Source: an optimization exercise on an open RTL-to-GDS flow (aim: small area, a short achievable clock period and few clock cycles per item). Production flows keep margins and buffers that such runs may drop.
In this exercise RTL edits were held to simulation tests only and were not proved equivalent to the original.
No activity file was given, so power comes from the tool's default toggle rates.

## design/flow/config.mk

```make
export PLATFORM = sky130hd
export DESIGN_NAME = booth_multiplier
export DESIGN_NICKNAME = booth_multiplier
export VERILOG_FILES = /design/flow/design.v
export SDC_FILE = /design/flow/constraint.sdc
export NUM_CORES = 4
export LEC_CHECK = 0
export CAP_MARGIN = 20
export CORE_MARGIN = 2
export CORE_UTILIZATION = 40
export CTS_BUF_LIST = sky130_fd_sc_hd__clkbuf_4 sky130_fd_sc_hd__clkbuf_8
export SETUP_SLACK_MARGIN = 3.0
export SLEW_MARGIN = 20
export SYNTH_HIERARCHICAL = 1
export SYNTH_MINIMUM_KEEP_SIZE = 0
```

## design/flow/constraint.sdc

```tcl
create_clock -name core_clock -period 6.0 [get_ports {clk}]
set_input_delay 1.2000 -clock core_clock [delete_from_list [all_inputs] [get_ports {clk}]]
set_output_delay 1.2000 -clock core_clock [all_outputs]
set_load 0.01 [all_outputs]
```

## design/flow/design.v

```verilog
module booth_multiplier #(
    parameter int N = 64
)(
    input  logic                    clk,
    input  logic                    rst,
    input  logic                    start,
    input  logic signed [N-1:0]     multiplicand,
    input  logic signed [N-1:0]     multiplier,
    output logic signed [(2*N)-1:0] product,
    output logic                    done
);
    logic [63:0]   M;           
    logic [63:0]   Q;           
    logic [65:0]   S, C;        
    logic [7:0]    SL, CL;      
    logic [3:0]    one, two, ng;    
    logic [3:0]    oneb, twob, ngb;    
    logic          first;       
    logic [2:0]    cnt;
    logic          busy, fin;
    logic [8:0]    lsum;
    logic          cout;
    assign lsum = {1'b0, SL} + {1'b0, CL};
    assign cout = lsum[8];
    function automatic logic [2:0] recode(input logic [2:0] b);
        recode[2] = b[1] ^ b[0];
        recode[1] = (b[2] & ~b[1] & ~b[0]) | (~b[2] & b[1] & b[0]);
        recode[0] = b[2];
    endfunction
    logic [8:0] nb;       
    logic [3:0] one_n, two_n, ng_n;
    always_comb begin
        if (start) nb = {multiplier[7:0], 1'b0};
        else       nb = Q[15:7];
        for (int j = 0; j < 4; j++)
            {one_n[j], two_n[j], ng_n[j]} = recode(nb[2*j +: 3]);
    end
    logic [65:0] pp0;
    logic [65:0] pp1;
    logic [65:0] pp2;
    logic [65:0] pp3;
    always_comb begin
        pp0[0] = ng[0] ^ (one[0] & M[0]);
        for (int i = 1; i < 33; i++) pp0[i] = ng[0] ^ ((one[0] & M[i]) | (two[0] & M[i-1]));
        for (int i = 33; i < 64; i++) pp0[i] = ngb[0] ^ ((oneb[0] & M[i]) | (twob[0] & M[i-1]));
        pp0[64] = ngb[0] ^ ((oneb[0] | twob[0]) & M[63]);
        pp0[65] = ~pp0[64];
        pp1[0] = ng[1] ^ (one[1] & M[0]);
        for (int i = 1; i < 33; i++) pp1[i] = ng[1] ^ ((one[1] & M[i]) | (two[1] & M[i-1]));
        for (int i = 33; i < 64; i++) pp1[i] = ngb[1] ^ ((oneb[1] & M[i]) | (twob[1] & M[i-1]));
        pp1[64] = ngb[1] ^ ((oneb[1] | twob[1]) & M[63]);
        pp1[65] = ~pp1[64];
        pp2[0] = ng[2] ^ (one[2] & M[0]);
        for (int i = 1; i < 33; i++) pp2[i] = ng[2] ^ ((one[2] & M[i]) | (two[2] & M[i-1]));
        for (int i = 33; i < 64; i++) pp2[i] = ngb[2] ^ ((oneb[2] & M[i]) | (twob[2] & M[i-1]));
        pp2[64] = ngb[2] ^ ((oneb[2] | twob[2]) & M[63]);
        pp2[65] = ~pp2[64];
        pp3[0] = ng[3] ^ (one[3] & M[0]);
        for (int i = 1; i < 33; i++) pp3[i] = ng[3] ^ ((one[3] & M[i]) | (two[3] & M[i-1]));
        for (int i = 33; i < 64; i++) pp3[i] = ngb[3] ^ ((oneb[3] & M[i]) | (twob[3] & M[i-1]));
        pp3[64] = ngb[3] ^ ((oneb[3] | twob[3]) & M[63]);
        pp3[65] = ~pp3[64];
    end
    logic [65:0] Sg;    
    assign Sg = first ? '0 : S;
    logic hs0, hc0, fs1, fc1, fs2, fc2, hs3, hc3;
    logic fs4, fc4, fs5, fc5, fs6, fc6, fs7, fc7;
    logic fs8, fc8, fs9, fc9, fs10, fc10, fs11, fc11;
    logic fs12, fc12, fs13, fc13, fs14, fc14, fs15, fc15;
    logic fs16, fc16, fs17, fc17, fs18, fc18, fs19, fc19;
    logic fs20, fc20, fs21, fc21, fs22, fc22, fs23, fc23;
    logic fs24, fc24, fs25, fc25, fs26, fc26, fs27, fc27;
    logic fs28, fc28, fs29, fc29, fs30, fc30, fs31, fc31;
    logic fs32, fc32, fs33, fc33, fs34, fc34, fs35, fc35;
    logic fs36, fc36, fs37, fc37, fs38, fc38, fs39, fc39;
    logic fs40, fc40, fs41, fc41, fs42, fc42, fs43, fc43;
    logic fs44, fc44, fs45, fc45, fs46, fc46, fs47, fc47;
    logic fs48, fc48, fs49, fc49, fs50, fc50, fs51, fc51;
    logic fs52, fc52, fs53, fc53, fs54, fc54, fs55, fc55;
    logic fs56, fc56, fs57, fc57, fs58, fc58, fs59, fc59;
    logic fs60, fc60, fs61, fc61, fs62, fc62, fs63, fc63;
    logic fs64, fc64, fs65, fc65, fs66, fc66, fs67, fc67;
    logic fs68, fc68, fs69, fc69, fs70, fc70, fs71, fc71;
    logic fs72, fc72, fs73, fc73, fs74, fc74, fs75, fc75;
    logic fs76, fc76, fs77, fc77, fs78, fc78, fs79, fc79;
    logic fs80, fc80, fs81, fc81, fs82, fc82, fs83, fc83;
    logic fs84, fc84, fs85, fc85, fs86, fc86, fs87, fc87;
    logic fs88, fc88, fs89, fc89, fs90, fc90, fs91, fc91;
    logic fs92, fc92, fs93, fc93, fs94, fc94, fs95, fc95;
    logic fs96, fc96, fs97, fc97, fs98, fc98, fs99, fc99;
    logic fs100, fc100, fs101, fc101, fs102, fc102, fs103, fc103;
    logic fs104, fc104, fs105, fc105, fs106, fc106, fs107, fc107;
    logic fs108, fc108, fs109, fc109, fs110, fc110, fs111, fc111;
    logic fs112, fc112, fs113, fc113, fs114, fc114, fs115, fc115;
    logic fs116, fc116, fs117, fc117, fs118, fc118, fs119, fc119;
    logic fs120, fc120, fs121, fc121, fs122, fc122, hs123, hc123;
    logic hs124, hc124, fs125, fc125, fs126, fc126, fs127, fc127;
    logic fs128, fc128, fs129, fc129, fs130, fc130, fs131, fc131;
    logic fs132, fc132, fs133, fc133, fs134, fc134, fs135, fc135;
    logic fs136, fc136, fs137, fc137, fs138, fc138, fs139, fc139;
    logic fs140, fc140, fs141, fc141, fs142, fc142, fs143, fc143;
    logic fs144, fc144, fs145, fc145, fs146, fc146, fs147, fc147;
    logic fs148, fc148, fs149, fc149, fs150, fc150, fs151, fc151;
    logic fs152, fc152, fs153, fc153, fs154, fc154, fs155, fc155;
    logic fs156, fc156, fs157, fc157, fs158, fc158, fs159, fc159;
    logic fs160, fc160, fs161, fc161, fs162, fc162, fs163, fc163;
    logic fs164, fc164, fs165, fc165, fs166, fc166, fs167, fc167;
    logic fs168, fc168, fs169, fc169, fs170, fc170, fs171, fc171;
    logic fs172, fc172, fs173, fc173, fs174, fc174, fs175, fc175;
    logic fs176, fc176, fs177, fc177, fs178, fc178, fs179, fc179;
    logic fs180, fc180, fs181, fc181, fs182, fc182, fs183, fc183;
    logic fs184, fc184, fs185, fc185, fs186, fc186, fs187, fc187;
    logic fs188, fc188, fs189, fc189, fs190, fc190, hs191, hc191;
    logic hs192, hc192, fs193, fc193, fs194, fc194, fs195, fc195;
    logic fs196, fc196, fs197, fc197, fs198, fc198, fs199, fc199;
    logic fs200, fc200, fs201, fc201, fs202, fc202, fs203, fc203;
    logic fs204, fc204, fs205, fc205, fs206, fc206, fs207, fc207;
    logic fs208, fc208, fs209, fc209, fs210, fc210, fs211, fc211;
    logic fs212, fc212, fs213, fc213, fs214, fc214, fs215, fc215;
    logic fs216, fc216, fs217, fc217, fs218, fc218, fs219, fc219;
    logic fs220, fc220, fs221, fc221, fs222, fc222, fs223, fc223;
    logic fs224, fc224, fs225, fc225, fs226, fc226, fs227, fc227;
    logic fs228, fc228, fs229, fc229, fs230, fc230, fs231, fc231;
    logic fs232, fc232, fs233, fc233, fs234, fc234, fs235, fc235;
    logic fs236, fc236, fs237, fc237, fs238, fc238, fs239, fc239;
    logic fs240, fc240, fs241, fc241, fs242, fc242, fs243, fc243;
    logic fs244, fc244, fs245, fc245, fs246, fc246, fs247, fc247;
    logic fs248, fc248, fs249, fc249, fs250, fc250, fs251, fc251;
    logic fs252, fc252, fs253, fc253, fs254, fc254, fs255, fc255;
    logic fs256, fc256, fs257, fc257, fs258, fc258, fs259, fc259;
    logic fs260, fc260, fs261, fc261, hs262, hc262;
    bm_ha u_hs0 (.a(Sg[4]), .b(C[4]), .s(hs0), .co(hc0));
    bm_fa u_fs1 (.a(Sg[5]), .b(C[5]), .c(pp0[5]), .s(fs1), .co(fc1));
    bm_fa u_fs2 (.a(Sg[6]), .b(C[6]), .c(pp0[6]), .s(fs2), .co(fc2));
    bm_ha u_hs3 (.a(pp1[4]), .b(pp2[2]), .s(hs3), .co(hc3));
    bm_fa u_fs4 (.a(Sg[7]), .b(C[7]), .c(pp0[7]), .s(fs4), .co(fc4));
    bm_fa u_fs5 (.a(pp1[5]), .b(pp2[3]), .c(pp3[1]), .s(fs5), .co(fc5));
    bm_fa u_fs6 (.a(Sg[8]), .b(C[8]), .c(pp0[8]), .s(fs6), .co(fc6));
    bm_fa u_fs7 (.a(pp1[6]), .b(pp2[4]), .c(pp3[2]), .s(fs7), .co(fc7));
    bm_fa u_fs8 (.a(Sg[9]), .b(C[9]), .c(pp0[9]), .s(fs8), .co(fc8));
    bm_fa u_fs9 (.a(pp1[7]), .b(pp2[5]), .c(pp3[3]), .s(fs9), .co(fc9));
    bm_fa u_fs10 (.a(Sg[10]), .b(C[10]), .c(pp0[10]), .s(fs10), .co(fc10));
    bm_fa u_fs11 (.a(pp1[8]), .b(pp2[6]), .c(pp3[4]), .s(fs11), .co(fc11));
    bm_fa u_fs12 (.a(Sg[11]), .b(C[11]), .c(pp0[11]), .s(fs12), .co(fc12));
    bm_fa u_fs13 (.a(pp1[9]), .b(pp2[7]), .c(pp3[5]), .s(fs13), .co(fc13));
    bm_fa u_fs14 (.a(Sg[12]), .b(C[12]), .c(pp0[12]), .s(fs14), .co(fc14));
    bm_fa u_fs15 (.a(pp1[10]), .b(pp2[8]), .c(pp3[6]), .s(fs15), .co(fc15));
    bm_fa u_fs16 (.a(Sg[13]), .b(C[13]), .c(pp0[13]), .s(fs16), .co(fc16));
    bm_fa u_fs17 (.a(pp1[11]), .b(pp2[9]), .c(pp3[7]), .s(fs17), .co(fc17));
    bm_fa u_fs18 (.a(Sg[14]), .b(C[14]), .c(pp0[14]), .s(fs18), .co(fc18));
    bm_fa u_fs19 (.a(pp1[12]), .b(pp2[10]), .c(pp3[8]), .s(fs19), .co(fc19));
    bm_fa u_fs20 (.a(Sg[15]), .b(C[15]), .c(pp0[15]), .s(fs20), .co(fc20));
    bm_fa u_fs21 (.a(pp1[13]), .b(pp2[11]), .c(pp3[9]), .s(fs21), .co(fc21));
    bm_fa u_fs22 (.a(Sg[16]), .b(C[16]), .c(pp0[16]), .s(fs22), .co(fc22));
    bm_fa u_fs23 (.a(pp1[14]), .b(pp2[12]), .c(pp3[10]), .s(fs23), .co(fc23));
    bm_fa u_fs24 (.a(Sg[17]), .b(C[17]), .c(pp0[17]), .s(fs24), .co(fc24));
    bm_fa u_fs25 (.a(pp1[15]), .b(pp2[13]), .c(pp3[11]), .s(fs25), .co(fc25));
    bm_fa u_fs26 (.a(Sg[18]), .b(C[18]), .c(pp0[18]), .s(fs26), .co(fc26));
    bm_fa u_fs27 (.a(pp1[16]), .b(pp2[14]), .c(pp3[12]), .s(fs27), .co(fc27));
    bm_fa u_fs28 (.a(Sg[19]), .b(C[19]), .c(pp0[19]), .s(fs28), .co(fc28));
    bm_fa u_fs29 (.a(pp1[17]), .b(pp2[15]), .c(pp3[13]), .s(fs29), .co(fc29));
    bm_fa u_fs30 (.a(Sg[20]), .b(C[20]), .c(pp0[20]), .s(fs30), .co(fc30));
    bm_fa u_fs31 (.a(pp1[18]), .b(pp2[16]), .c(pp3[14]), .s(fs31), .co(fc31));
    bm_fa u_fs32 (.a(Sg[21]), .b(C[21]), .c(pp0[21]), .s(fs32), .co(fc32));
    bm_fa u_fs33 (.a(pp1[19]), .b(pp2[17]), .c(pp3[15]), .s(fs33), .co(fc33));
    bm_fa u_fs34 (.a(Sg[22]), .b(C[22]), .c(pp0[22]), .s(fs34), .co(fc34));
    bm_fa u_fs35 (.a(pp1[20]), .b(pp2[18]), .c(pp3[16]), .s(fs35), .co(fc35));
    bm_fa u_fs36 (.a(Sg[23]), .b(C[23]), .c(pp0[23]), .s(fs36), .co(fc36));
    bm_fa u_fs37 (.a(pp1[21]), .b(pp2[19]), .c(pp3[17]), .s(fs37), .co(fc37));
    bm_fa u_fs38 (.a(Sg[24]), .b(C[24]), .c(pp0[24]), .s(fs38), .co(fc38));
    bm_fa u_fs39 (.a(pp1[22]), .b(pp2[20]), .c(pp3[18]), .s(fs39), .co(fc39));
    bm_fa u_fs40 (.a(Sg[25]), .b(C[25]), .c(pp0[25]), .s(fs40), .co(fc40));
    bm_fa u_fs41 (.a(pp1[23]), .b(pp2[21]), .c(pp3[19]), .s(fs41), .co(fc41));
    bm_fa u_fs42 (.a(Sg[26]), .b(C[26]), .c(pp0[26]), .s(fs42), .co(fc42));
    bm_fa u_fs43 (.a(pp1[24]), .b(pp2[22]), .c(pp3[20]), .s(fs43), .co(fc43));
    bm_fa u_fs44 (.a(Sg[27]), .b(C[27]), .c(pp0[27]), .s(fs44), .co(fc44));
    bm_fa u_fs45 (.a(pp1[25]), .b(pp2[23]), .c(pp3[21]), .s(fs45), .co(fc45));
    bm_fa u_fs46 (.a(Sg[28]), .b(C[28]), .c(pp0[28]), .s(fs46), .co(fc46));
    bm_fa u_fs47 (.a(pp1[26]), .b(pp2[24]), .c(pp3[22]), .s(fs47), .co(fc47));
    bm_fa u_fs48 (.a(Sg[29]), .b(C[29]), .c(pp0[29]), .s(fs48), .co(fc48));
    bm_fa u_fs49 (.a(pp1[27]), .b(pp2[25]), .c(pp3[23]), .s(fs49), .co(fc49));
    bm_fa u_fs50 (.a(Sg[30]), .b(C[30]), .c(pp0[30]), .s(fs50), .co(fc50));
    bm_fa u_fs51 (.a(pp1[28]), .b(pp2[26]), .c(pp3[24]), .s(fs51), .co(fc51));
    bm_fa u_fs52 (.a(Sg[31]), .b(C[31]), .c(pp0[31]), .s(fs52), .co(fc52));
    bm_fa u_fs53 (.a(pp1[29]), .b(pp2[27]), .c(pp3[25]), .s(fs53), .co(fc53));
    bm_fa u_fs54 (.a(Sg[32]), .b(C[32]), .c(pp0[32]), .s(fs54), .co(fc54));
    bm_fa u_fs55 (.a(pp1[30]), .b(pp2[28]), .c(pp3[26]), .s(fs55), .co(fc55));
    bm_fa u_fs56 (.a(Sg[33]), .b(C[33]), .c(pp0[33]), .s(fs56), .co(fc56));
    bm_fa u_fs57 (.a(pp1[31]), .b(pp2[29]), .c(pp3[27]), .s(fs57), .co(fc57));
    bm_fa u_fs58 (.a(Sg[34]), .b(C[34]), .c(pp0[34]), .s(fs58), .co(fc58));
    bm_fa u_fs59 (.a(pp1[32]), .b(pp2[30]), .c(pp3[28]), .s(fs59), .co(fc59));
    bm_fa u_fs60 (.a(Sg[35]), .b(C[35]), .c(pp0[35]), .s(fs60), .co(fc60));
    bm_fa u_fs61 (.a(pp1[33]), .b(pp2[31]), .c(pp3[29]), .s(fs61), .co(fc61));
    bm_fa u_fs62 (.a(Sg[36]), .b(C[36]), .c(pp0[36]), .s(fs62), .co(fc62));
    bm_fa u_fs63 (.a(pp1[34]), .b(pp2[32]), .c(pp3[30]), .s(fs63), .co(fc63));
    bm_fa u_fs64 (.a(Sg[37]), .b(C[37]), .c(pp0[37]), .s(fs64), .co(fc64));
    bm_fa u_fs65 (.a(pp1[35]), .b(pp2[33]), .c(pp3[31]), .s(fs65), .co(fc65));
    bm_fa u_fs66 (.a(Sg[38]), .b(C[38]), .c(pp0[38]), .s(fs66), .co(fc66));
    bm_fa u_fs67 (.a(pp1[36]), .b(pp2[34]), .c(pp3[32]), .s(fs67), .co(fc67));
    bm_fa u_fs68 (.a(Sg[39]), .b(C[39]), .c(pp0[39]), .s(fs68), .co(fc68));
    bm_fa u_fs69 (.a(pp1[37]), .b(pp2[35]), .c(pp3[33]), .s(fs69), .co(fc69));
    bm_fa u_fs70 (.a(Sg[40]), .b(C[40]), .c(pp0[40]), .s(fs70), .co(fc70));
    bm_fa u_fs71 (.a(pp1[38]), .b(pp2[36]), .c(pp3[34]), .s(fs71), .co(fc71));
    bm_fa u_fs72 (.a(Sg[41]), .b(C[41]), .c(pp0[41]), .s(fs72), .co(fc72));
    bm_fa u_fs73 (.a(pp1[39]), .b(pp2[37]), .c(pp3[35]), .s(fs73), .co(fc73));
    bm_fa u_fs74 (.a(Sg[42]), .b(C[42]), .c(pp0[42]), .s(fs74), .co(fc74));
    bm_fa u_fs75 (.a(pp1[40]), .b(pp2[38]), .c(pp3[36]), .s(fs75), .co(fc75));
    bm_fa u_fs76 (.a(Sg[43]), .b(C[43]), .c(pp0[43]), .s(fs76), .co(fc76));
    bm_fa u_fs77 (.a(pp1[41]), .b(pp2[39]), .c(pp3[37]), .s(fs77), .co(fc77));
    bm_fa u_fs78 (.a(Sg[44]), .b(C[44]), .c(pp0[44]), .s(fs78), .co(fc78));
    bm_fa u_fs79 (.a(pp1[42]), .b(pp2[40]), .c(pp3[38]), .s(fs79), .co(fc79));
    bm_fa u_fs80 (.a(Sg[45]), .b(C[45]), .c(pp0[45]), .s(fs80), .co(fc80));
    bm_fa u_fs81 (.a(pp1[43]), .b(pp2[41]), .c(pp3[39]), .s(fs81), .co(fc81));
    bm_fa u_fs82 (.a(Sg[46]), .b(C[46]), .c(pp0[46]), .s(fs82), .co(fc82));
    bm_fa u_fs83 (.a(pp1[44]), .b(pp2[42]), .c(pp3[40]), .s(fs83), .co(fc83));
    bm_fa u_fs84 (.a(Sg[47]), .b(C[47]), .c(pp0[47]), .s(fs84), .co(fc84));
    bm_fa u_fs85 (.a(pp1[45]), .b(pp2[43]), .c(pp3[41]), .s(fs85), .co(fc85));
    bm_fa u_fs86 (.a(Sg[48]), .b(C[48]), .c(pp0[48]), .s(fs86), .co(fc86));
    bm_fa u_fs87 (.a(pp1[46]), .b(pp2[44]), .c(pp3[42]), .s(fs87), .co(fc87));
    bm_fa u_fs88 (.a(Sg[49]), .b(C[49]), .c(pp0[49]), .s(fs88), .co(fc88));
    bm_fa u_fs89 (.a(pp1[47]), .b(pp2[45]), .c(pp3[43]), .s(fs89), .co(fc89));
    bm_fa u_fs90 (.a(Sg[50]), .b(C[50]), .c(pp0[50]), .s(fs90), .co(fc90));
    bm_fa u_fs91 (.a(pp1[48]), .b(pp2[46]), .c(pp3[44]), .s(fs91), .co(fc91));
    bm_fa u_fs92 (.a(Sg[51]), .b(C[51]), .c(pp0[51]), .s(fs92), .co(fc92));
    bm_fa u_fs93 (.a(pp1[49]), .b(pp2[47]), .c(pp3[45]), .s(fs93), .co(fc93));
    bm_fa u_fs94 (.a(Sg[52]), .b(C[52]), .c(pp0[52]), .s(fs94), .co(fc94));
    bm_fa u_fs95 (.a(pp1[50]), .b(pp2[48]), .c(pp3[46]), .s(fs95), .co(fc95));
    bm_fa u_fs96 (.a(Sg[53]), .b(C[53]), .c(pp0[53]), .s(fs96), .co(fc96));
    bm_fa u_fs97 (.a(pp1[51]), .b(pp2[49]), .c(pp3[47]), .s(fs97), .co(fc97));
    bm_fa u_fs98 (.a(Sg[54]), .b(C[54]), .c(pp0[54]), .s(fs98), .co(fc98));
    bm_fa u_fs99 (.a(pp1[52]), .b(pp2[50]), .c(pp3[48]), .s(fs99), .co(fc99));
    bm_fa u_fs100 (.a(Sg[55]), .b(C[55]), .c(pp0[55]), .s(fs100), .co(fc100));
    bm_fa u_fs101 (.a(pp1[53]), .b(pp2[51]), .c(pp3[49]), .s(fs101), .co(fc101));
    bm_fa u_fs102 (.a(Sg[56]), .b(C[56]), .c(pp0[56]), .s(fs102), .co(fc102));
    bm_fa u_fs103 (.a(pp1[54]), .b(pp2[52]), .c(pp3[50]), .s(fs103), .co(fc103));
    bm_fa u_fs104 (.a(Sg[57]), .b(C[57]), .c(pp0[57]), .s(fs104), .co(fc104));
    bm_fa u_fs105 (.a(pp1[55]), .b(pp2[53]), .c(pp3[51]), .s(fs105), .co(fc105));
    bm_fa u_fs106 (.a(Sg[58]), .b(C[58]), .c(pp0[58]), .s(fs106), .co(fc106));
    bm_fa u_fs107 (.a(pp1[56]), .b(pp2[54]), .c(pp3[52]), .s(fs107), .co(fc107));
    bm_fa u_fs108 (.a(Sg[59]), .b(C[59]), .c(pp0[59]), .s(fs108), .co(fc108));
    bm_fa u_fs109 (.a(pp1[57]), .b(pp2[55]), .c(pp3[53]), .s(fs109), .co(fc109));
    bm_fa u_fs110 (.a(Sg[60]), .b(C[60]), .c(pp0[60]), .s(fs110), .co(fc110));
    bm_fa u_fs111 (.a(pp1[58]), .b(pp2[56]), .c(pp3[54]), .s(fs111), .co(fc111));
    bm_fa u_fs112 (.a(Sg[61]), .b(C[61]), .c(pp0[61]), .s(fs112), .co(fc112));
    bm_fa u_fs113 (.a(pp1[59]), .b(pp2[57]), .c(pp3[55]), .s(fs113), .co(fc113));
    bm_fa u_fs114 (.a(Sg[62]), .b(C[62]), .c(pp0[62]), .s(fs114), .co(fc114));
    bm_fa u_fs115 (.a(pp1[60]), .b(pp2[58]), .c(pp3[56]), .s(fs115), .co(fc115));
    bm_fa u_fs116 (.a(Sg[63]), .b(C[63]), .c(pp0[63]), .s(fs116), .co(fc116));
    bm_fa u_fs117 (.a(pp1[61]), .b(pp2[59]), .c(pp3[57]), .s(fs117), .co(fc117));
    bm_fa u_fs118 (.a(Sg[64]), .b(C[64]), .c(pp0[64]), .s(fs118), .co(fc118));
    bm_fa u_fs119 (.a(pp1[62]), .b(pp2[60]), .c(pp3[58]), .s(fs119), .co(fc119));
    bm_fa u_fs120 (.a(Sg[65]), .b(C[65]), .c(pp0[65]), .s(fs120), .co(fc120));
    bm_fa u_fs121 (.a(pp1[63]), .b(pp2[61]), .c(pp3[59]), .s(fs121), .co(fc121));
    bm_fa u_fs122 (.a(pp1[64]), .b(pp2[62]), .c(pp3[60]), .s(fs122), .co(fc122));
    bm_ha u_hs123 (.a(Sg[0]), .b(C[0]), .s(hs123), .co(hc123));
    bm_ha u_hs124 (.a(Sg[1]), .b(C[1]), .s(hs124), .co(hc124));
    bm_fa u_fs125 (.a(Sg[2]), .b(C[2]), .c(pp0[2]), .s(fs125), .co(fc125));
    bm_fa u_fs126 (.a(Sg[3]), .b(C[3]), .c(pp0[3]), .s(fs126), .co(fc126));
    bm_fa u_fs127 (.a(hs0), .b(pp0[4]), .c(pp1[2]), .s(fs127), .co(fc127));
    bm_fa u_fs128 (.a(hc0), .b(fs1), .c(pp1[3]), .s(fs128), .co(fc128));
    bm_fa u_fs129 (.a(fc1), .b(fs2), .c(hs3), .s(fs129), .co(fc129));
    bm_fa u_fs130 (.a(fc2), .b(hc3), .c(fs4), .s(fs130), .co(fc130));
    bm_fa u_fs131 (.a(fc4), .b(fc5), .c(fs6), .s(fs131), .co(fc131));
    bm_fa u_fs132 (.a(fc6), .b(fc7), .c(fs8), .s(fs132), .co(fc132));
    bm_fa u_fs133 (.a(fc8), .b(fc9), .c(fs10), .s(fs133), .co(fc133));
    bm_fa u_fs134 (.a(fc10), .b(fc11), .c(fs12), .s(fs134), .co(fc134));
    bm_fa u_fs135 (.a(fc12), .b(fc13), .c(fs14), .s(fs135), .co(fc135));
    bm_fa u_fs136 (.a(fc14), .b(fc15), .c(fs16), .s(fs136), .co(fc136));
    bm_fa u_fs137 (.a(fc16), .b(fc17), .c(fs18), .s(fs137), .co(fc137));
    bm_fa u_fs138 (.a(fc18), .b(fc19), .c(fs20), .s(fs138), .co(fc138));
    bm_fa u_fs139 (.a(fc20), .b(fc21), .c(fs22), .s(fs139), .co(fc139));
    bm_fa u_fs140 (.a(fc22), .b(fc23), .c(fs24), .s(fs140), .co(fc140));
    bm_fa u_fs141 (.a(fc24), .b(fc25), .c(fs26), .s(fs141), .co(fc141));
    bm_fa u_fs142 (.a(fc26), .b(fc27), .c(fs28), .s(fs142), .co(fc142));
    bm_fa u_fs143 (.a(fc28), .b(fc29), .c(fs30), .s(fs143), .co(fc143));
    bm_fa u_fs144 (.a(fc30), .b(fc31), .c(fs32), .s(fs144), .co(fc144));
    bm_fa u_fs145 (.a(fc32), .b(fc33), .c(fs34), .s(fs145), .co(fc145));
    bm_fa u_fs146 (.a(fc34), .b(fc35), .c(fs36), .s(fs146), .co(fc146));
    bm_fa u_fs147 (.a(fc36), .b(fc37), .c(fs38), .s(fs147), .co(fc147));
    bm_fa u_fs148 (.a(fc38), .b(fc39), .c(fs40), .s(fs148), .co(fc148));
    bm_fa u_fs149 (.a(fc40), .b(fc41), .c(fs42), .s(fs149), .co(fc149));
    bm_fa u_fs150 (.a(fc42), .b(fc43), .c(fs44), .s(fs150), .co(fc150));
    bm_fa u_fs151 (.a(fc44), .b(fc45), .c(fs46), .s(fs151), .co(fc151));
    bm_fa u_fs152 (.a(fc46), .b(fc47), .c(fs48), .s(fs152), .co(fc152));
    bm_fa u_fs153 (.a(fc48), .b(fc49), .c(fs50), .s(fs153), .co(fc153));
    bm_fa u_fs154 (.a(fc50), .b(fc51), .c(fs52), .s(fs154), .co(fc154));
    bm_fa u_fs155 (.a(fc52), .b(fc53), .c(fs54), .s(fs155), .co(fc155));
    bm_fa u_fs156 (.a(fc54), .b(fc55), .c(fs56), .s(fs156), .co(fc156));
    bm_fa u_fs157 (.a(fc56), .b(fc57), .c(fs58), .s(fs157), .co(fc157));
    bm_fa u_fs158 (.a(fc58), .b(fc59), .c(fs60), .s(fs158), .co(fc158));
    bm_fa u_fs159 (.a(fc60), .b(fc61), .c(fs62), .s(fs159), .co(fc159));
    bm_fa u_fs160 (.a(fc62), .b(fc63), .c(fs64), .s(fs160), .co(fc160));
    bm_fa u_fs161 (.a(fc64), .b(fc65), .c(fs66), .s(fs161), .co(fc161));
    bm_fa u_fs162 (.a(fc66), .b(fc67), .c(fs68), .s(fs162), .co(fc162));
    bm_fa u_fs163 (.a(fc68), .b(fc69), .c(fs70), .s(fs163), .co(fc163));
    bm_fa u_fs164 (.a(fc70), .b(fc71), .c(fs72), .s(fs164), .co(fc164));
    bm_fa u_fs165 (.a(fc72), .b(fc73), .c(fs74), .s(fs165), .co(fc165));
    bm_fa u_fs166 (.a(fc74), .b(fc75), .c(fs76), .s(fs166), .co(fc166));
    bm_fa u_fs167 (.a(fc76), .b(fc77), .c(fs78), .s(fs167), .co(fc167));
    bm_fa u_fs168 (.a(fc78), .b(fc79), .c(fs80), .s(fs168), .co(fc168));
    bm_fa u_fs169 (.a(fc80), .b(fc81), .c(fs82), .s(fs169), .co(fc169));
    bm_fa u_fs170 (.a(fc82), .b(fc83), .c(fs84), .s(fs170), .co(fc170));
    bm_fa u_fs171 (.a(fc84), .b(fc85), .c(fs86), .s(fs171), .co(fc171));
    bm_fa u_fs172 (.a(fc86), .b(fc87), .c(fs88), .s(fs172), .co(fc172));
    bm_fa u_fs173 (.a(fc88), .b(fc89), .c(fs90), .s(fs173), .co(fc173));
    bm_fa u_fs174 (.a(fc90), .b(fc91), .c(fs92), .s(fs174), .co(fc174));
    bm_fa u_fs175 (.a(fc92), .b(fc93), .c(fs94), .s(fs175), .co(fc175));
    bm_fa u_fs176 (.a(fc94), .b(fc95), .c(fs96), .s(fs176), .co(fc176));
    bm_fa u_fs177 (.a(fc96), .b(fc97), .c(fs98), .s(fs177), .co(fc177));
    bm_fa u_fs178 (.a(fc98), .b(fc99), .c(fs100), .s(fs178), .co(fc178));
    bm_fa u_fs179 (.a(fc100), .b(fc101), .c(fs102), .s(fs179), .co(fc179));
    bm_fa u_fs180 (.a(fc102), .b(fc103), .c(fs104), .s(fs180), .co(fc180));
    bm_fa u_fs181 (.a(fc104), .b(fc105), .c(fs106), .s(fs181), .co(fc181));
    bm_fa u_fs182 (.a(fc106), .b(fc107), .c(fs108), .s(fs182), .co(fc182));
    bm_fa u_fs183 (.a(fc108), .b(fc109), .c(fs110), .s(fs183), .co(fc183));
    bm_fa u_fs184 (.a(fc110), .b(fc111), .c(fs112), .s(fs184), .co(fc184));
    bm_fa u_fs185 (.a(fc112), .b(fc113), .c(fs114), .s(fs185), .co(fc185));
    bm_fa u_fs186 (.a(fc114), .b(fc115), .c(fs116), .s(fs186), .co(fc186));
    bm_fa u_fs187 (.a(fc116), .b(fc117), .c(fs118), .s(fs187), .co(fc187));
    bm_fa u_fs188 (.a(fc118), .b(fc119), .c(fs120), .s(fs188), .co(fc188));
    bm_fa u_fs189 (.a(fc120), .b(fc121), .c(fs122), .s(fs189), .co(fc189));
    bm_fa u_fs190 (.a(fc122), .b(pp1[65]), .c(pp2[63]), .s(fs190), .co(fc190));
    bm_ha u_hs191 (.a(pp2[64]), .b(pp3[62]), .s(hs191), .co(hc191));
    bm_ha u_hs192 (.a(hs123), .b(pp0[0]), .s(hs192), .co(hc192));
    bm_fa u_fs193 (.a(hc123), .b(hs124), .c(pp0[1]), .s(fs193), .co(fc193));
    bm_fa u_fs194 (.a(hc124), .b(fs125), .c(pp1[0]), .s(fs194), .co(fc194));
    bm_fa u_fs195 (.a(fc125), .b(fs126), .c(pp1[1]), .s(fs195), .co(fc195));
    bm_fa u_fs196 (.a(fc126), .b(fs127), .c(pp2[0]), .s(fs196), .co(fc196));
    bm_fa u_fs197 (.a(fc127), .b(fs128), .c(pp2[1]), .s(fs197), .co(fc197));
    bm_fa u_fs198 (.a(fc128), .b(fs129), .c(pp3[0]), .s(fs198), .co(fc198));
    bm_fa u_fs199 (.a(fc129), .b(fs130), .c(fs5), .s(fs199), .co(fc199));
    bm_fa u_fs200 (.a(fc130), .b(fs131), .c(fs7), .s(fs200), .co(fc200));
    bm_fa u_fs201 (.a(fc131), .b(fs132), .c(fs9), .s(fs201), .co(fc201));
    bm_fa u_fs202 (.a(fc132), .b(fs133), .c(fs11), .s(fs202), .co(fc202));
    bm_fa u_fs203 (.a(fc133), .b(fs134), .c(fs13), .s(fs203), .co(fc203));
    bm_fa u_fs204 (.a(fc134), .b(fs135), .c(fs15), .s(fs204), .co(fc204));
    bm_fa u_fs205 (.a(fc135), .b(fs136), .c(fs17), .s(fs205), .co(fc205));
    bm_fa u_fs206 (.a(fc136), .b(fs137), .c(fs19), .s(fs206), .co(fc206));
    bm_fa u_fs207 (.a(fc137), .b(fs138), .c(fs21), .s(fs207), .co(fc207));
    bm_fa u_fs208 (.a(fc138), .b(fs139), .c(fs23), .s(fs208), .co(fc208));
    bm_fa u_fs209 (.a(fc139), .b(fs140), .c(fs25), .s(fs209), .co(fc209));
    bm_fa u_fs210 (.a(fc140), .b(fs141), .c(fs27), .s(fs210), .co(fc210));
    bm_fa u_fs211 (.a(fc141), .b(fs142), .c(fs29), .s(fs211), .co(fc211));
    bm_fa u_fs212 (.a(fc142), .b(fs143), .c(fs31), .s(fs212), .co(fc212));
    bm_fa u_fs213 (.a(fc143), .b(fs144), .c(fs33), .s(fs213), .co(fc213));
    bm_fa u_fs214 (.a(fc144), .b(fs145), .c(fs35), .s(fs214), .co(fc214));
    bm_fa u_fs215 (.a(fc145), .b(fs146), .c(fs37), .s(fs215), .co(fc215));
    bm_fa u_fs216 (.a(fc146), .b(fs147), .c(fs39), .s(fs216), .co(fc216));
    bm_fa u_fs217 (.a(fc147), .b(fs148), .c(fs41), .s(fs217), .co(fc217));
    bm_fa u_fs218 (.a(fc148), .b(fs149), .c(fs43), .s(fs218), .co(fc218));
    bm_fa u_fs219 (.a(fc149), .b(fs150), .c(fs45), .s(fs219), .co(fc219));
    bm_fa u_fs220 (.a(fc150), .b(fs151), .c(fs47), .s(fs220), .co(fc220));
    bm_fa u_fs221 (.a(fc151), .b(fs152), .c(fs49), .s(fs221), .co(fc221));
    bm_fa u_fs222 (.a(fc152), .b(fs153), .c(fs51), .s(fs222), .co(fc222));
    bm_fa u_fs223 (.a(fc153), .b(fs154), .c(fs53), .s(fs223), .co(fc223));
    bm_fa u_fs224 (.a(fc154), .b(fs155), .c(fs55), .s(fs224), .co(fc224));
    bm_fa u_fs225 (.a(fc155), .b(fs156), .c(fs57), .s(fs225), .co(fc225));
    bm_fa u_fs226 (.a(fc156), .b(fs157), .c(fs59), .s(fs226), .co(fc226));
    bm_fa u_fs227 (.a(fc157), .b(fs158), .c(fs61), .s(fs227), .co(fc227));
    bm_fa u_fs228 (.a(fc158), .b(fs159), .c(fs63), .s(fs228), .co(fc228));
    bm_fa u_fs229 (.a(fc159), .b(fs160), .c(fs65), .s(fs229), .co(fc229));
    bm_fa u_fs230 (.a(fc160), .b(fs161), .c(fs67), .s(fs230), .co(fc230));
    bm_fa u_fs231 (.a(fc161), .b(fs162), .c(fs69), .s(fs231), .co(fc231));
    bm_fa u_fs232 (.a(fc162), .b(fs163), .c(fs71), .s(fs232), .co(fc232));
    bm_fa u_fs233 (.a(fc163), .b(fs164), .c(fs73), .s(fs233), .co(fc233));
    bm_fa u_fs234 (.a(fc164), .b(fs165), .c(fs75), .s(fs234), .co(fc234));
    bm_fa u_fs235 (.a(fc165), .b(fs166), .c(fs77), .s(fs235), .co(fc235));
    bm_fa u_fs236 (.a(fc166), .b(fs167), .c(fs79), .s(fs236), .co(fc236));
    bm_fa u_fs237 (.a(fc167), .b(fs168), .c(fs81), .s(fs237), .co(fc237));
    bm_fa u_fs238 (.a(fc168), .b(fs169), .c(fs83), .s(fs238), .co(fc238));
    bm_fa u_fs239 (.a(fc169), .b(fs170), .c(fs85), .s(fs239), .co(fc239));
    bm_fa u_fs240 (.a(fc170), .b(fs171), .c(fs87), .s(fs240), .co(fc240));
    bm_fa u_fs241 (.a(fc171), .b(fs172), .c(fs89), .s(fs241), .co(fc241));
    bm_fa u_fs242 (.a(fc172), .b(fs173), .c(fs91), .s(fs242), .co(fc242));
    bm_fa u_fs243 (.a(fc173), .b(fs174), .c(fs93), .s(fs243), .co(fc243));
    bm_fa u_fs244 (.a(fc174), .b(fs175), .c(fs95), .s(fs244), .co(fc244));
    bm_fa u_fs245 (.a(fc175), .b(fs176), .c(fs97), .s(fs245), .co(fc245));
    bm_fa u_fs246 (.a(fc176), .b(fs177), .c(fs99), .s(fs246), .co(fc246));
    bm_fa u_fs247 (.a(fc177), .b(fs178), .c(fs101), .s(fs247), .co(fc247));
    bm_fa u_fs248 (.a(fc178), .b(fs179), .c(fs103), .s(fs248), .co(fc248));
    bm_fa u_fs249 (.a(fc179), .b(fs180), .c(fs105), .s(fs249), .co(fc249));
    bm_fa u_fs250 (.a(fc180), .b(fs181), .c(fs107), .s(fs250), .co(fc250));
    bm_fa u_fs251 (.a(fc181), .b(fs182), .c(fs109), .s(fs251), .co(fc251));
    bm_fa u_fs252 (.a(fc182), .b(fs183), .c(fs111), .s(fs252), .co(fc252));
    bm_fa u_fs253 (.a(fc183), .b(fs184), .c(fs113), .s(fs253), .co(fc253));
    bm_fa u_fs254 (.a(fc184), .b(fs185), .c(fs115), .s(fs254), .co(fc254));
    bm_fa u_fs255 (.a(fc185), .b(fs186), .c(fs117), .s(fs255), .co(fc255));
    bm_fa u_fs256 (.a(fc186), .b(fs187), .c(fs119), .s(fs256), .co(fc256));
    bm_fa u_fs257 (.a(fc187), .b(fs188), .c(fs121), .s(fs257), .co(fc257));
    bm_fa u_fs258 (.a(fc188), .b(fs189), .c(1'b1), .s(fs258), .co(fc258));
    bm_fa u_fs259 (.a(fc189), .b(fs190), .c(pp3[61]), .s(fs259), .co(fc259));
    bm_fa u_fs260 (.a(fc190), .b(hs191), .c(1'b1), .s(fs260), .co(fc260));
    bm_fa u_fs261 (.a(hc191), .b(pp2[65]), .c(pp3[63]), .s(fs261), .co(fc261));
    bm_ha u_hs262 (.a(pp3[64]), .b(1'b1), .s(hs262), .co(hc262));
    logic [65:0] S_t, C_t;
    logic [7:0] SL_t, CL_t;
    assign SL_t[0] = hs192;
    assign CL_t[0] = cout;
    assign SL_t[1] = hc192;
    assign CL_t[1] = fs193;
    assign SL_t[2] = fc193;
    assign CL_t[2] = fs194;
    assign SL_t[3] = fc194;
    assign CL_t[3] = fs195;
    assign SL_t[4] = fc195;
    assign CL_t[4] = fs196;
    assign SL_t[5] = fc196;
    assign CL_t[5] = fs197;
    assign SL_t[6] = fc197;
    assign CL_t[6] = fs198;
    assign SL_t[7] = fc198;
    assign CL_t[7] = fs199;
    assign S_t[0] = fc199;
    assign C_t[0] = fs200;
    assign S_t[1] = fc200;
    assign C_t[1] = fs201;
    assign S_t[2] = fc201;
    assign C_t[2] = fs202;
    assign S_t[3] = fc202;
    assign C_t[3] = fs203;
    assign S_t[4] = fc203;
    assign C_t[4] = fs204;
    assign S_t[5] = fc204;
    assign C_t[5] = fs205;
    assign S_t[6] = fc205;
    assign C_t[6] = fs206;
    assign S_t[7] = fc206;
    assign C_t[7] = fs207;
    assign S_t[8] = fc207;
    assign C_t[8] = fs208;
    assign S_t[9] = fc208;
    assign C_t[9] = fs209;
    assign S_t[10] = fc209;
    assign C_t[10] = fs210;
    assign S_t[11] = fc210;
    assign C_t[11] = fs211;
    assign S_t[12] = fc211;
    assign C_t[12] = fs212;
    assign S_t[13] = fc212;
    assign C_t[13] = fs213;
    assign S_t[14] = fc213;
    assign C_t[14] = fs214;
    assign S_t[15] = fc214;
    assign C_t[15] = fs215;
    assign S_t[16] = fc215;
    assign C_t[16] = fs216;
    assign S_t[17] = fc216;
    assign C_t[17] = fs217;
    assign S_t[18] = fc217;
    assign C_t[18] = fs218;
    assign S_t[19] = fc218;
    assign C_t[19] = fs219;
    assign S_t[20] = fc219;
    assign C_t[20] = fs220;
    assign S_t[21] = fc220;
    assign C_t[21] = fs221;
    assign S_t[22] = fc221;
    assign C_t[22] = fs222;
    assign S_t[23] = fc222;
    assign C_t[23] = fs223;
    assign S_t[24] = fc223;
    assign C_t[24] = fs224;
    assign S_t[25] = fc224;
    assign C_t[25] = fs225;
    assign S_t[26] = fc225;
    assign C_t[26] = fs226;
    assign S_t[27] = fc226;
    assign C_t[27] = fs227;
    assign S_t[28] = fc227;
    assign C_t[28] = fs228;
    assign S_t[29] = fc228;
    assign C_t[29] = fs229;
    assign S_t[30] = fc229;
    assign C_t[30] = fs230;
    assign S_t[31] = fc230;
    assign C_t[31] = fs231;
    assign S_t[32] = fc231;
    assign C_t[32] = fs232;
    assign S_t[33] = fc232;
    assign C_t[33] = fs233;
    assign S_t[34] = fc233;
    assign C_t[34] = fs234;
    assign S_t[35] = fc234;
    assign C_t[35] = fs235;
    assign S_t[36] = fc235;
    assign C_t[36] = fs236;
    assign S_t[37] = fc236;
    assign C_t[37] = fs237;
    assign S_t[38] = fc237;
    assign C_t[38] = fs238;
    assign S_t[39] = fc238;
    assign C_t[39] = fs239;
    assign S_t[40] = fc239;
    assign C_t[40] = fs240;
    assign S_t[41] = fc240;
    assign C_t[41] = fs241;
    assign S_t[42] = fc241;
    assign C_t[42] = fs242;
    assign S_t[43] = fc242;
    assign C_t[43] = fs243;
    assign S_t[44] = fc243;
    assign C_t[44] = fs244;
    assign S_t[45] = fc244;
    assign C_t[45] = fs245;
    assign S_t[46] = fc245;
    assign C_t[46] = fs246;
    assign S_t[47] = fc246;
    assign C_t[47] = fs247;
    assign S_t[48] = fc247;
    assign C_t[48] = fs248;
    assign S_t[49] = fc248;
    assign C_t[49] = fs249;
    assign S_t[50] = fc249;
    assign C_t[50] = fs250;
    assign S_t[51] = fc250;
    assign C_t[51] = fs251;
    assign S_t[52] = fc251;
    assign C_t[52] = fs252;
    assign S_t[53] = fc252;
    assign C_t[53] = fs253;
    assign S_t[54] = fc253;
    assign C_t[54] = fs254;
    assign S_t[55] = fc254;
    assign C_t[55] = fs255;
    assign S_t[56] = fc255;
    assign C_t[56] = fs256;
    assign S_t[57] = fc256;
    assign C_t[57] = fs257;
    assign S_t[58] = fc257;
    assign C_t[58] = fs258;
    assign S_t[59] = fc258;
    assign C_t[59] = fs259;
    assign S_t[60] = fc259;
    assign C_t[60] = fs260;
    assign S_t[61] = fc260;
    assign C_t[61] = fs261;
    assign S_t[62] = fc261;
    assign C_t[62] = hs262;
    assign S_t[63] = hc262;
    assign C_t[63] = pp3[65];
    assign S_t[64] = 1'b1;
    assign C_t[64] = 1'b0;
    assign S_t[65] = 1'b0;
    assign C_t[65] = 1'b0;
    logic [71:0] cpa;
    assign cpa = {S[63:0], SL} + {C[63:0], CL};
    logic [65:0] C_INIT;
    always_comb begin
        C_INIT = '0;
        C_INIT[65] = 1'b1;
        for (int i = 0; i < 32; i++) C_INIT[2*i] = multiplier[2*i+1];
    end
    always_ff @(posedge clk) begin
        if (start) begin
            M   <= multiplicand;
            Q   <= multiplier;
            cnt <= '0;
        end else if (busy) begin
            Q   <= {lsum[7:0], Q[63:8]};
            cnt <= cnt + 1'b1;
        end else if (fin) begin
            Q   <= {cpa[7:0], Q[63:8]};
        end
        if (busy) begin
            S   <= S_t;
            C   <= C_t;
            SL  <= SL_t;
            CL  <= CL_t;
        end else begin
            S   <= {2'd0, cpa[71:8]};
            C   <= start ? C_INIT : '0;
            SL  <= '0;
            CL  <= '0;
        end
        if (start || busy) begin
            one <= one_n;
            two <= two_n;
            ng  <= ng_n;
        end
        oneb <= one_n;
        twob <= two_n;
        ngb  <= ng_n;
    end
    always_ff @(posedge clk or posedge rst) begin
        if (rst) begin
            busy  <= 1'b0;
            fin   <= 1'b0;
            done  <= 1'b0;
            first <= 1'b0;
        end else begin
            first <= start;
            if (start) begin
                busy <= 1'b1;
                fin  <= 1'b0;
                done <= 1'b0;
            end else begin
                if (busy && cnt == 7) begin
                    busy <= 1'b0;
                    fin  <= 1'b1;
                end
                if (fin) begin
                    fin  <= 1'b0;
                    done <= 1'b1;
                end
            end
        end
    end
    assign product = {S[63:0], Q};
endmodule
module bm_fa (input logic a, input logic b, input logic c, output logic s, output logic co);
    assign s  = a ^ b ^ c;
    assign co = (a & b) | (a & c) | (b & c);
endmodule
module bm_ha (input logic a, input logic b, output logic s, output logic co);
    assign s  = a ^ b;
    assign co = a & b;
endmodule
```

## design/flow/run.sh

```bash
#!/bin/bash
# synth_recipe.tcl (not shown) runs the flow's synth.tcl, then flattens the netlist and writes it again
# the make line also repeats each setting of config.mk as NAME=value (left out here)
make -C /OpenROAD-flow-scripts/flow DESIGN_CONFIG=/design/flow/config.mk WORK_HOME=/design/flow/orfs CLKGATE_MAP_FILE= SYNTH_SCRIPT=/design/flow/synth_recipe.tcl finish
```

==> run_results.csv, run 1 <==
group,metric,value,unit
status,status,"complete, no violations",
worst_setup_path,cp-startpoint,"SL[0]$_SDFF_PN0_",
sta,setup-tns-final,0,ns
finish,multi_input_area,0.0166,mm^2
worst_setup_path,cp_max_fo,5,
worst_hold_path,min_path_type,"register to register",
route,ant_nets,0,
route,wl,84000,um
pwr,power_density,720,mW/mm^2
grt,grt_max_degree,89,
synthesis,syn-instance-count,2459,
sta,clock.fmax,0.323,GHz
worst_setup_path,r2r-end,"S[52]$_DFF_P_",
place,gp_congestion,0.906,
grt,grt_pass1_wl,123000,um
clock_network,cts_buffer_depth,3,
clock_network,numCtsBuffers,60,
synthesis,synth_top_area_share,20.5,%
pwr,vdd_ir_drop_max,272,uV
route,vias_per_cell,5.68,
place,place_hpwl,60800,um
worst_setup_path,cp-end-kind,"register",
worst_hold_path,hold_start,"fin$_DFF_PP0_",
worst_setup_path,reg2reg_depth,15,
worst_setup_path,arrival,3.62,ns
clock_network,htree_levels,2,
finish,register_area,0.00761,mm^2
clock_network,holdBufCountCts,0,
synthesis,ys_dominant_reg_cell,"dfxtp_1",
synthesis,yosysWarnings,7,
worst_setup_path,cp-start-kind,"register",
synthesis,avgSynthCellArea,10.2,um^2
worst_hold_path,holdPathStages,1,
worst_setup_path,cpLargestDelayFamily,"compound AO/OA/AOI/OAI gates",
finish,drive_gt1_share,14.1,%
floorplan,chipWidth,255,um
route,drtIter0Drc,1912,
synthesis,netlist_area,0.0251,mm^2
floorplan,start_util,40.6,%
sta,slew_headroom,27.7,%
synthesis,synthArstFlopShare,1.31,%
finish,nFillCells,5756,
floorplan,die_h,255,um
worst_setup_path,cp_slowest_cell,"a2111oi_4",
sta,hold_viol,0,
worst_setup_path,reg2reg_from,"SL[0]$_SDFF_PN0_",
worst_hold_path,min_to,"fin$_DFF_PP0_",
grt,antenna_found_initial,1,
synthesis,netlist.top_cell.by_area,"fa_1",
worst_setup_path,max_stage_delay,0.42,ns
synthesis,synth_seq_cells,305,
route,wl_per_cell,24.2,um
sta,min_period_over_period,51.6,%
run,maxCapViolCount,0,
clock_network,ctsRootBufferMaster,"clkbuf_8",
worst_setup_path,worst-path-buf-inv,3,
clock_network,clock_latency,0.71,ns
sta,setup_violations,0,
synthesis,ys_seq_area_share,30.0,%
sta,slew_viol_final,0,
synthesis,ys_top_cells_by_area,"fa_1 20%, edfxtp_1 17%, dfxtp_1 13%",
clock_network,path_clk_slew,0.07,ns
sta,period_minus_slack,3.10,ns
synthesis,synth.distinct_cells,71,
clock_network,cts.sinks,305,
worst_setup_path,path_cells,"ha_4 > inv_2 > fa_2 > nand2b_4 > a21oi_4 > o21ai_4 > a2111oi_4 > nor3_2 > buf_4 > o211ai_4 > o21ai_4 > buf_4 > o31ai_4 > xnor2_1 > o21ai_1",
sta,worstMarginPinSlew,1.08,ns
floorplan,rows,91,
worst_setup_path,critical_path_class,"register to register",
floorplan,io_pins,260,
place,place_area,0.0276,mm^2
pwr,leakage,11.4,nW
worst_setup_path,required,6.52,ns
route,first_pass_iters,7,
sta,clock_skew,0.0561,ns
grt,grt-ovfl-total,0,
sta,grt_setup_unrepaired,"true",
finish,fin_area,0.0301,mm^2
grt,grt_pass1_vias,20100,
synthesis,synth_edf_count,140,
finish,finalNetCount,3052,
route,drc,0,
finish,n_antenna_cell,0,
worst_setup_path,rrSetupSlack,2.90,ns
finish,syn_to_final_growth,20.0,%
place,port_buffers,259,
floorplan,core,0.0619,mm^2
grt,grt_usage,25.1,%
clock_network,cts_tree,"yes",
route,dr_total_vias,19700,
floorplan,die_area,0.0648,mm^2
[metal layers]
metal  routed length (um)  track usage (%)  vias up
li1                     -                -     8712
met4                 2290             7.94        2
met5                   13                0        -
met3                 6800             5.42      149
met2                39000             39.6      960
met1                35900             34.5     9889
[per-stage QoR]
| stage | power, mW | hold slack [ns] | util [%] | setup slack (ns) | instances |
|---|---|---|---|---|---|
| floorplan | 13.8 | 0.342 | - | 3.14 | 2462 |
| CTS | 21.2 | 0.489 | 47.6 | 2.89 | 3440 |
| finish | 21.7 | 0.487 | 48.7 | 2.90 | 3472 |
| global route | 23.5 | 0.513 | 48.7 | 2.81 | 3472 |
| global placement | 18.1 | 0.457 | 44.5 | 2.42 | 3298 |
| detailed placement | 18.1 | 0.478 | 44.5 | 2.37 | 3298 |
[how the worst max path moves through the flow]
stage / to / slack [ns] / depth (start not counted)
after floorplan: S[58]$_DFF_P_ / 3.14 / 8
after global placement: C[44]$_DFF_P_ / 2.42 / 7
after detailed placement: S[58]$_DFF_P_ / 2.37 / 8
after CTS: S[58]$_DFF_P_ / 2.89 / 9
after global routing: S[52]$_DFF_P_ / 2.81 / 15
final: S[52]$_DFF_P_ / 2.90 / 15
[modules after synthesis, one instance, submodules excluded]
| module | times used | cell area [um^2] |
|---|---|---|
| booth_multiplier | 1 | 19900 |
| bm_fa | 256 | 20.0 |
| bm_ha | 7 | 12.5 |
[sequential cells by signal, summed over array words and instances (netlist names), 3 cells and up]
signal	cells
C	65
oneb	4
ng	4
M	64
CL	8
S	65
twob	4
two	4
cnt	3
SL	8
Q	64
ngb	4
one	4
[power breakdown]
part / internal (mW) / switching [mW] / total, mW
registers: 3.13 / 0.929 / 4.06
logic: 7.05 / 8.22 / 15.3
clock network: 1.33 / 1.05 / 2.38
[logic make-up (layout without fill, tap and decap cells)]
| logic type | Yosys count | after routing | share of synthesized area, % |
|---|---|---|---|
| AO/OA/AOI/OAI | 636 | 636 | 16.8 |
| XOR/XNOR | 335 | 335 | 11.7 |
| adder cells (fa/ha/maj) | 337 | 337 | 24.5 |
| buffers and inverters | 336 | 509 | 6.31 |
| flip-flops | 305 | 305 | 30.0 |
| multiplexers | 36 | 36 | 1.57 |
| other | 2 | 5 | 0.0299 |
| AND/OR/NAND/NOR | 472 | 472 | 9.17 |
[area by class of cell]
type / count / share of cell area [%]
Tap cell: 837 / 3.47
Multi-Input combinational cell: 1821 / 55.0
Sequential cell: 305 / 25.3
Timing Repair Buffer: 339 / 11.1
Clock buffer: 91 / 3.72
Inverter: 57 / 0.710
Clock inverter: 22 / 0.726
[synth_stat cells (15+ instances only)]
| cell type | instances |
|---|---|
| a21o_1 | 29 |
| a21oi_1 | 85 |
| a22oi_1 | 253 |
| and2_1 | 52 |
| buf_1 | 35 |
| buf_4 | 64 |
| clkbuf_1 | 112 |
| clkbuf_2 | 58 |
| dfxtp_1 | 161 |
| edfxtp_1 | 140 |
| fa_1 | 257 |
| ha_1 | 80 |
| inv_1 | 56 |
| mux2_2 | 28 |
| nand2_1 | 205 |
| nand3_1 | 15 |
| nand4_1 | 19 |
| nor2_1 | 49 |
| nor2b_1 | 73 |
| o21ai_0 | 170 |
| xnor2_1 | 303 |
| xor2_1 | 32 |
[timing repair]
action	CTS	global route
resized for setup	90	93
gates cloned	0	1
setup buffers	29	31
hold endpoints to repair	0	0
pin swaps	23	32
setup endpoints to repair	139	56
[layout by cell type (no fill, tap or decap), drive strengths merged, types with 7 or more instances in the layout]
cell type / instances
o21bai: 13
nand2: 205
clkdlybuf4s50: 253
nor2b: 73
a21oi: 89
dfxtp: 161
buf: 81
and2: 52
fa: 257
and3: 11
nand2b: 7
nor3: 14
a21o: 29
xnor2: 303
edfxtp: 140
ha: 80
xor2: 32
mux2i: 8
inv: 57
clkinv: 15
clkbuf: 91
nor2: 50
nand4: 19
o21ai: 186
a31oi: 9
mux2: 28
a22oi: 253
o211ai: 11
nand3: 15
Testbench counts, summed over its fixed seeds: cycles 2,880, items 288.
==> inputs of run 2 (changes only) <==
--- a/design/flow/config.mk
+++ b/design/flow/config.mk
@@ -8,7 +8,6 @@
 export CAP_MARGIN = 20
 export CORE_MARGIN = 2
 export CORE_UTILIZATION = 40
-export CTS_BUF_LIST = sky130_fd_sc_hd__clkbuf_4 sky130_fd_sc_hd__clkbuf_8
 export SETUP_SLACK_MARGIN = 3.0
 export SLEW_MARGIN = 20
 export SYNTH_HIERARCHICAL = 1
==> run 2 against run 1 <==
Against the previous run:
- utilization down 0.050 points
- sequential power about the same
- fmax up 1.1%
- global-route usage down 0.11 points
- die area unchanged
- design area down 0.10%
- critical endpoint is now S[56]$_DFF_P_
==> run_results.csv, run 2 <==
group,metric,value,unit
sta,hold_slack,0.487,ns
route,drc,0,
synthesis,avgSynthCellArea,10.2,um^2
pwr,total_power,21.7,mW
finish,fin_area,0.0301,mm^2
floorplan,io_pins,260,
pwr,seq_power_share,18.7,%
finish,utilization,48.6,%
finish,n_antenna_cell,0,
synthesis,ys_top_cells_by_area,"fa_1 20%, edfxtp_1 17%, dfxtp_1 13%",
sta,worstMarginPinSlew,1.10,ns
worst_setup_path,cp_slowest_cell,"a2111oi_4",
clock_network,cts_tree,"yes",
sta,min_period_over_period,51.1,%
finish,drive_gt1_share,12.0,%
synthesis,synth_top_area_share,20.5,%
worst_hold_path,min_path_type,"register to register",
finish,nFillCells,5740,
sta,setup_violations,0,
finish,reg_top3,"C (65), S (65)",
grt,grt_pass1_vias,19900,
sta,slew_viol_final,0,
synthesis,synthArstFlopShare,1.31,%
clock_network,path_clk_slew,0.06,ns
pwr,vdd_ir_drop_max,289,uV
sta,clock.fmax,0.326,GHz
grt,antenna_found_initial,1,
synthesis,synth.distinct_cells,71,
synthesis,ys_dominant_reg_cell,"dfxtp_1",
grt,grt_max_degree,89,
pwr,leakage,11.3,nW
synthesis,synth_edf_count,140,
sta,grt_setup_unrepaired,"true",
worst_setup_path,cp_max_fo,5,
pwr,p_int,11.6,mW
finish,mostFrequentLayoutCell,"xnor2_1",
sta,slew_headroom,26.8,%
floorplan,start_util,40.6,%
clock_network,numCtsBuffers,40,
route,wl,83600,um
grt,grt-ovfl-total,0,
route,drtIter0Drc,1882,
clock_network,clock_latency,0.59,ns
worst_setup_path,arrival,3.48,ns
floorplan,chipWidth,255,um
route,ant_nets,0,
clock_network,htree_levels,2,
sta,worst_slack,2.94,ns
finish,final_cell_mix,"303 x xnor2_1, 258 x clkdlybuf4s50_1, 255 x fa_1",
route,wl_per_cell,24.4,um
floorplan,die_area,0.0648,mm^2
synthesis,netlist.top_cell.by_area,"fa_1",
synthesis,yosysWarnings,7,
worst_setup_path,required,6.42,ns
route,first_pass_iters,6,
place,port_buffers,259,
worst_setup_path,max_stage_delay,0.42,ns
finish,syn_to_final_growth,19.9,%
grt,grt_usage,25.0,%
grt,grt_pass1_wl,123000,um
floorplan,core,0.0619,mm^2
finish,register_area,0.00761,mm^2
synthesis,syn-instance-count,2459,
worst_setup_path,path_cells,"ha_4 > inv_2 > fa_2 > nand2b_4 > a21oi_4 > o21ai_4 > a2111oi_4 > nor3_2 > buf_4 > o211ai_4 > o21ai_4 > o41ai_4 > xnor2_1 > o21ai_1",
pwr,p_sw,10.1,mW
place,place_hpwl,60800,um
place,gp_congestion,0.906,
worst_setup_path,cp-start-kind,"register",
place,dp_slack,2.37,ns
place,place_area,0.0276,mm^2
worst_setup_path,crit_top_cell,"o21ai_4",
finish,multi_input_area,0.0166,mm^2
place,dp_cells,3298,
clock_network,ctsRootBufferMaster,"clkbuf_16",
clock_network,cts_buffer_depth,3,
sta,period_minus_slack,3.06,ns
synthesis,netlist_area,0.0251,mm^2
pwr,swShare,46.5,%
status,status,"complete, no violations",
synthesis,synth_seq_cells,305,
sta,setup-tns-final,0,ns
synthesis,ys_top_cells_by_count,"303 x xnor2_1, 257 x fa_1, 253 x a22oi_1",
route,vias_per_cell,5.71,
clock_network,cts.sinks,305,
pwr,p_comb_share,69.8,%
finish,fin_cells,3427,
pwr,clkPwrFrac,11.6,%
floorplan,rows,91,
worst_setup_path,critical_path_class,"register to register",
floorplan,die_h,255,um
worst_setup_path,cpLargestDelayFamily,"compound AO/OA/AOI/OAI gates",
pwr,power_density,722,mW/mm^2
worst_setup_path,cp-end-kind,"register",
route,dr_total_vias,19600,
finish,finalNetCount,3027,
synthesis,yosysMostFrequentCell,"xnor2_1",
worst_setup_path,worst-path-buf-inv,2,
run,maxCapViolCount,0,
sta,clock_skew,0.0288,ns
synthesis,ys_seq_area_share,30.0,%
sta,hold_viol,0,
[run 2: power groups by stage]
stage          combinational, mW  clock (mW)  sequential, mW
4_1_cts                     14.7        2.56            4.05
3_3_place_gp                14.0           0            4.10
3_5_place_dp                14.0           0            4.10
6_report                    15.2        2.52            4.06
5_1_grt                     16.8        2.64            4.13
2_1_floorplan               10.2           0            3.52
[run 2: modules after synthesis (local to each module, per instance)]
module / cell area, um^2 / flops+latches / copies in the design
booth_multiplier: 19900 / 305 / 1
bm_ha: 12.5 / 0 / 7
bm_fa: 20.0 / 0 / 256
[run 2: layer usage]
| metal | track usage [%] | part of all wire (%) | vias to the layer above |
|---|---|---|---|
| met1 | 34.6 | 43 | 9890 |
| met5 | 0 | 0.016 | - |
| met4 | 7.42 | 2.8 | 2 |
| li1 | - | - | 8641 |
| met2 | 39.5 | 46 | 902 |
| met3 | 5.22 | 8.1 | 140 |
[run 2: layout make-up]
type,instances,area share [%]
multi-input combinational,1821,55.0
sequential,305,25.3
timing repair buffer,334,11.0
clock buffer,55,3.85
tap,837,3.48
inverter,57,0.710
clock inverter,18,0.661
[run 2: final timing paths]
check                            startpoint          endpoint  slack (ns)  cells past startpoint
setup / recovery           SL[0]$_SDFF_PN0_     S[56]$_DFF_P_        2.94                     14
hold / removal                fin$_DFF_PP0_     fin$_DFF_PP0_        0.49                      1
setup reg to reg           SL[0]$_SDFF_PN0_     S[56]$_DFF_P_        2.94                     14
hold reg to reg               fin$_DFF_PP0_     fin$_DFF_PP0_        0.49                      1
max in group asynchronous               rst   first$_DFF_PP0_        5.04                      2
min in group asynchronous               rst  busy$_DFFE_PP0P_        0.79                      2
[run 2: logic make-up (layout without fill, tap and decap cells)]
family                   after synthesis  after routing  synth area share [%]
multiplexers                          36             36                  1.57
flip-flops                           305            305                  30.0
AND/OR/NAND/NOR                      472            472                  9.17
AO/OA/AOI/OAI                        636            636                  16.8
XOR/XNOR                             335            335                  11.7
adder cells (fa/ha/maj)              337            337                  24.5
buffers and inverters                336            464                  6.31
other                                  2              5                0.0299
[run 2: timing repair]
action                     CTS  global route
hold buffers                 0             0
pin swaps                   18            32
setup endpoints to repair  132            41
gates resized for setup     79            86
buffers inserted            27            29
==> inputs of run 3 (changes only) <==
==> design/flow/flow/run.sh (new file) <==
#!/bin/bash
# Own layout flow: the standard flow, with the port buffers made from
# sky130_fd_sc_hd__buf_2 cells instead of the default cell.
set -e
cp standard.sh standard_sh.txt
echo "export BUFFER_PORTS_ARGS = -buffer_cell sky130_fd_sc_hd__buf_2" >> config.mk
bash standard.sh > standard.log 2>&1
==> design/flow/standard.sh (new file) <==
#!/bin/bash
# synth_recipe.tcl (not shown) runs the flow's synth.tcl, then flattens the netlist and writes it again
# the make line also repeats each setting of config.mk as NAME=value (left out here)
make -C /OpenROAD-flow-scripts/flow DESIGN_CONFIG=/design/flow/config.mk WORK_HOME=/design/flow/orfs CLKGATE_MAP_FILE= SYNTH_SCRIPT=/design/flow/synth_recipe.tcl "${@:-finish}"
--- a/design/flow/config.mk
+++ b/design/flow/config.mk
@@ -12,3 +12,4 @@
 export SLEW_MARGIN = 20
 export SYNTH_HIERARCHICAL = 1
 export SYNTH_MINIMUM_KEEP_SIZE = 0
+export BUFFER_PORTS_ARGS = -buffer_cell sky130_fd_sc_hd__buf_2
removed: design/flow/run.sh
==> run 3 against run 2 <==
Against the previous run:
- sequential cell count unchanged
- worst setup slack improved by 0.078 ns
- critical path depth is 6 lower
- worst hold slack got worse by 0.0094 ns
- critical path type unchanged
==> run_results.csv, run 3 <==
group,metric,value,unit
clock_network,clock_latency,0.59,ns
floorplan,chipWidth,255,um
place,place_hpwl,60600,um
sta,hold_viol,0,
finish,finalNetCount,3005,
clock_network,holdBufCountCts,0,
status,status,"complete, no violations",
worst_setup_path,critical_path_class,"register to register",
worst_setup_path,r2r-end,"S[58]$_DFF_P_",
floorplan,core,0.0619,mm^2
finish,fin_area,0.0288,mm^2
sta,min_period_over_period,49.8,%
run,maxCapViolCount,0,
floorplan,start_util,40.6,%
place,dp_cells,3301,
synthesis,ys_dominant_reg_cell,"dfxtp_1",
synthesis,synth_edf_count,140,
sta,period_minus_slack,2.99,ns
sta,slew_headroom,42.6,%
worst_setup_path,rrSetupSlack,3.01,ns
synthesis,ys_top_cells_by_area,"fa_1 20%, edfxtp_1 17%, dfxtp_1 13%",
pwr,p_sw,10.0,mW
finish,reg_top3,"C (65), S (65)",
route,dr_total_vias,19400,
worst_setup_path,path_cells,"o21ai_0 > xnor2_1 > inv_1 > fa_1 > fa_1 > fa_1 > and2_1 > a31o_1",
route,vias_per_cell,5.69,
place,port_buffers,259,
synthesis,netlist_area,0.0251,mm^2
synthesis,syn-instance-count,2459,
clock_network,path_clk_slew,0.06,ns
sta,slew_viol_final,0,
finish,n_antenna_cell,0,
grt,grt-ovfl-total,0,
synthesis,synth_seq_cells,305,
clock_network,cts_buffer_depth,3,
sta,worstMarginPinSlew,0.861,ns
synthesis,synthArstFlopShare,1.31,%
synthesis,yosysMostFrequentCell,"xnor2_1",
floorplan,die_h,255,um
worst_setup_path,required,6.47,ns
sta,setup_violations,0,
place,place_area,0.0263,mm^2
finish,final_cell_mix,"302 x xnor2_1, 258 x buf_2, 255 x fa_1",
sta,setup-tns-final,0,ns
sta,clock_skew,0.0308,ns
worst_setup_path,cp-end-kind,"register",
clock_network,cts.sinks,305,
grt,grt_usage,24.7,%
pwr,seq_power_share,19.2,%
run 3: per-module statistics from Yosys, one instance, submodules excluded:
module	area (um^2)	copies in the design	flops+latches	cells inside
bm_fa	20.0	256	0	1
booth_multiplier	19900	1	305	2196
bm_ha	12.5	7	0	1
run 3: through the flow:
stage	power [mW]	util [%]
2_1_floorplan	13.8	-
4_1_cts	20.7	45.4
3_3_place_gp	17.5	42.4
3_5_place_dp	17.7	42.5
6_report	21.3	46.4
5_1_grt	23.2	46.4
run 3: cell families after synthesis:
| group | Yosys count | synth area share (%) |
|---|---|---|
| adders and majority gates | 337 | 24.5 |
| xor gates and xnor gates | 335 | 11.7 |
| buffers and inverters | 336 | 6.31 |
| and+or+nand+nor | 472 | 9.17 |
| AOI/OAI and AO/OA | 636 | 16.8 |
| other | 2 | 0.0299 |
| muxes | 36 | 1.57 |
| DFF | 305 | 30.0 |
run 3: critical path, delay by kind of cell (launching register included):
| family | cells | cell delay (ns) |
|---|---|---|
| adders and majority gates | 3 | 1.33 |
| DFF | 1 | 0.60 |
| AOI/OAI and AO/OA | 2 | 0.37 |
| xor gates and xnor gates | 1 | 0.30 |
| and+or+nand+nor | 1 | 0.17 |
| buffers and inverters | 1 | 0.10 |
run 3: area by class of cell:
cell class              instances  area, um^2
well taps                     837        1050
fillers                      5797       33200
clock buffers                  56        1140
repair buffers                311        1810
clock inverters                20         196
inverters                      57         214
flip-flops and latches        305        7620
multi-input cells            1821       16700
run 3: metal layers:
layer	vias up	part of all wire, %	global-route usage, %
met4	0	2.0	5.71
met1	9772	42	34.3
met5	-	0	0
li1	8608	-	-
met2	901	47	40.1
met3	91	8.1	4.42
run 3: timing repair:
| item | 4_1_cts | 5_1_grt |
|---|---|---|
| setup endpoints to repair | 131 | 59 |
| gates resized for setup | 96 | 132 |
| pin swaps | 23 | 28 |
| buffers inserted | 12 | 17 |
run 3: worst max-delay path by stage:
stage | endpoint | slack, ns | start
after floorplan | S[58]$_DFF_P_ | 3.14 | ngb[1]$_DFF_P_
after global placement | S[58]$_DFF_P_ | 2.31 | twob[0]$_DFF_P_
after detailed placement | S[57]$_DFF_P_ | 2.49 | C[10]$_DFF_P_
after CTS | S[57]$_DFF_P_ | 2.97 | C[28]$_DFF_P_
after global routing | S[56]$_DFF_P_ | 2.92 | CL[0]$_SDFF_PN0_
final | S[58]$_DFF_P_ | 3.01 | M[63]$_DFFE_PP_
run 3: power groups by stage:
| stage | Combinational [mW] | Sequential [mW] | Clock [mW] |
|---|---|---|---|
| 6_report | 14.7 | 4.09 | 2.47 |
| 5_1_grt | 16.4 | 4.17 | 2.61 |
| 4_1_cts | 14.1 | 4.03 | 2.52 |
| 3_5_place_dp | 13.6 | 4.07 | 0 |
| 3_3_place_gp | 13.5 | 4.08 | 0 |
| 2_1_floorplan | 10.2 | 3.52 | 0 |
